What follows belongs to an exercise in optimizing a design on an open flow for small area, a short achievable clock period and few clock cycles; a production flow would make more cautious choices.

==> flow/design.v (excerpt) <==
module milestone(
	input logic Clock,
	input logic resetn,
	input logic [15:0] SRAM_read_data,
	input logic m1start,
	output logic [17:0] SRAM_address,
	output logic [15:0] SRAM_write_data,
	output logic SRAM_we_n,
	output logic m1end);
For scale: roughly 2100 cells after synthesis, roughly 430 flip-flops, ~55 I/O pins.
clock: 13.0 ns
lec_check: 0
cap_margin: 20
core_margin: 2
core_utilization: 55
cts_buf_list: sky130_fd_sc_hd__clkbuf_4 sky130_fd_sc_hd__clkbuf_8
slew_margin: 20
synth_hierarchical: 1
standard.sh (not shown) runs the stock make flow with config.mk's settings and CLKGATE_MAP_FILE= SYNTH_SCRIPT=/design/flow/synth_recipe.tcl, a recipe that flattens the netlist after the stock synthesis.
==> flow/flow/run.sh <==
#!/bin/bash
# The standard layout (the standard.sh), with ORFS's repair_timing asked
# to leave more setup slack (SETUP_SLACK_MARGIN) than the clock period needs.
# The design is still laid out and signed off at the design's clock period.
set -euo pipefail
MARGIN=${MARGIN:-9}
sed "s/\"\\\${@:-finish}\"/SETUP_SLACK_MARGIN=$MARGIN \"\${@:-finish}\"/" standard.sh > standard_margin.sh
grep -q "SETUP_SLACK_MARGIN=$MARGIN" standard_margin.sh
bash standard_margin.sh > flow_make.log 2>&1
Edit:
- CTS_BUF_LIST: sky130_fd_sc_hd__clkbuf_4 sky130_fd_sc_hd__clkbuf_8 -> unset
After rerunning:
- global-route usage fell by 0.19 points
- synthesized cell count does not change
- count of clock-buffer cells in the layout is lower by 49
Edit:
- CTS_BUF_LIST: unset -> sky130_fd_sc_hd__clkbuf_8
After rerunning: Fmax climbs by 0.78%; count of clock-buffer cells in the layout climbs by 24; cell count climbs by 1.7%; non-clock buffer count is unchanged; core utilization stays flat; hold slack hardly moves; final area hardly moves; global-route usage climbs by 0.20 points; first-iteration DRC count climbs by 10%.
No run of this note included a check of the RTL's function; only the layout flow was run.

* * *

Another version of the RTL of milestone (not shown whole).
Size: about 410 flip-flops, ~0.025 sq mm of cells after synthesis.
export LEC_CHECK = 0
export CAP_MARGIN = 20
export CORE_MARGIN = 2
export CORE_UTILIZATION = 70
export SLEW_MARGIN = 20
export SYNTH_HIERARCHICAL = 1
create_clock -name core_clock -period 13.0 [get_ports {Clock}]
Scripts as last shown in full above: flow/flow/run.sh
The baseline completed with no timing, DRC or antenna violations.
Edit:
CORE_UTILIZATION = 55   (was 70)
Effect:
- The changed run completed with no timing, DRC or antenna violations
- sequential cell count stays the same
- core utilization falls by 17 points
- worst setup slack gets better by 33 ps
- routed wire length barely changes
No run of this note included a check of the RTL's function; only the layout flow was run.

* * *

Setup of run 1:
Another version of the RTL of milestone (not shown whole).
Size: ~410 flip-flops, roughly 26,000 µm² of cells after synthesis.
clock: 13.0 ns
lec_check: 0
cap_margin: 20
core_margin: 2
core_utilization: 40
slew_margin: 20
synth_hierarchical: 1
Scripts as last shown in full above: flow/flow/run.sh
### run 1 -> run 2
Settings: CORE_UTILIZATION changed from 40 to 55.
Notes after the runs:
Diff run 1..run 2 | maximum buffer depth of the clock tree | negligible. The combined global-route utilization of all metal layers in run 2 sits 7.3 points above the value recorded for run 1. Looking at total number of vias, run 2 sits about 0.6% above run 1. [compare] base=run 1 new=run 2: clock skew after layout closely matched the old numbers; final standard cell count with taps included and fillers excluded went down by 243; overall die area went down by 18,000 µm². Re total grt overflow: no difference whatsoever between run 2 and run 1.
diff inputs: run 2 => run 3
Settings: swapping 55 for 40 in CORE_UTILIZATION.
==> flow/run.sh (new file) <==
#!/bin/bash
# synth_recipe.tcl (not shown) runs the flow's synth.tcl, then flattens the netlist and writes it again
# the make line also repeats each setting of config.mk as NAME=value (left out here)
make -C /OpenROAD-flow-scripts/flow DESIGN_CONFIG=/design/flow/config.mk WORK_HOME=/design/flow/orfs CLKGATE_MAP_FILE= SYNTH_SCRIPT=/design/flow/synth_recipe.tcl finish
removed: flow/flow/run.sh
removed: flow/standard.sh
## What came out
Utilization in run 3 vs run 2: down 17 points
Looking at via count, run 3 sits about 1.7% below run 2.
Going from run 2 to run 3, overall die area grew by more than a quarter.
#### Input delta (run 4 over run 3)
==> flow/flow/run.sh (new file) <==
#!/bin/bash
# The standard layout (the standard.sh), with ORFS's repair_timing asked
# to leave more setup slack (SETUP_SLACK_MARGIN) than the clock period needs.
# The design is still laid out and signed off at the design's clock period.
set -euo pipefail
MARGIN=${MARGIN:-11}
sed "s/\"\\\${@:-finish}\"/SETUP_SLACK_MARGIN=$MARGIN \"\${@:-finish}\"/" standard.sh > standard_margin.sh
grep -q "SETUP_SLACK_MARGIN=$MARGIN" standard_margin.sh
bash standard_margin.sh > flow_make.log 2>&1
==> flow/standard.sh (new file) <==
#!/bin/bash
# synth_recipe.tcl (not shown) runs the flow's synth.tcl, then flattens the netlist and writes it again
# the make line also repeats each setting of config.mk as NAME=value (left out here)
make -C /OpenROAD-flow-scripts/flow DESIGN_CONFIG=/design/flow/config.mk WORK_HOME=/design/flow/orfs CLKGATE_MAP_FILE= SYNTH_SCRIPT=/design/flow/synth_recipe.tcl "${@:-finish}"
removed: flow/run.sh
Number of non-clock buffers in the layout: run 4 higher than run 3. Diff run 3 and run 4: synthesis-to-layout area growth lower in run 3. Count of multi-input gates: run 4 vs run 3 — no meaningful difference.
Function was not checked in any run of this note: the RTL went through the layout flow alone.

[separate check: timing with driven ports]
No port has a modelled driver above. Below, the same layouts with a new extraction and two added sets of constraints.
Step 1 sets driving cells, clkbuf_16 on the clock port and buf_2 on the other inputs (assumed; they add their load-dependent delay and slew).
Step 2 moves the port delays by t, midway between the first and last clock arrival at a register: inputs arrive t later, outputs are due t later. That takes back most of the time a late clock gives input paths.
Slacks: no drivers / after step 1 / after step 2; pairs: no drivers / after step 1.
run	shift t [ns]	setup slack, ns	hold slack, ns	latest minus earliest clock arrival (ns)	cell pins on the clock port's net
the first run of note 1	0.708	9.103 / 9.048 / 9.216	0.343 / 0.343 / 0.343	0.039 / 0.039	1
the second run of note 1	0.645	9.069 / 9.011 / 9.247	0.346 / 0.346 / 0.346	0.031 / 0.030	1
the third run of note 1	0.710	9.099 / 9.044 / 9.217	0.343 / 0.343 / 0.343	0.039 / 0.039	1
the first run of note 2	0.641	8.544 / 8.544 / 8.544	0.351 / 0.351 / 0.351	0.020 / 0.020	1
the second run of note 2	0.629	8.578 / 8.578 / 8.578	0.339 / 0.339 / 0.339	0.019 / 0.019	1
run 1	0.651	8.850 / 8.850 / 8.850	0.324 / 0.324 / 0.324	0.018 / 0.017	1
run 2	0.639	8.918 / 8.918 / 8.918	0.327 / 0.327 / 0.327	0.018 / 0.017	1
run 3	0.628	8.422 / 8.422 / 8.422	0.336 / 0.336 / 0.336	0.032 / 0.032	1
run 4	0.657	8.874 / 8.874 / 8.874	0.330 / 0.330 / 0.330	0.041 / 0.041	1
After both steps setup and hold are still met in every run listed.
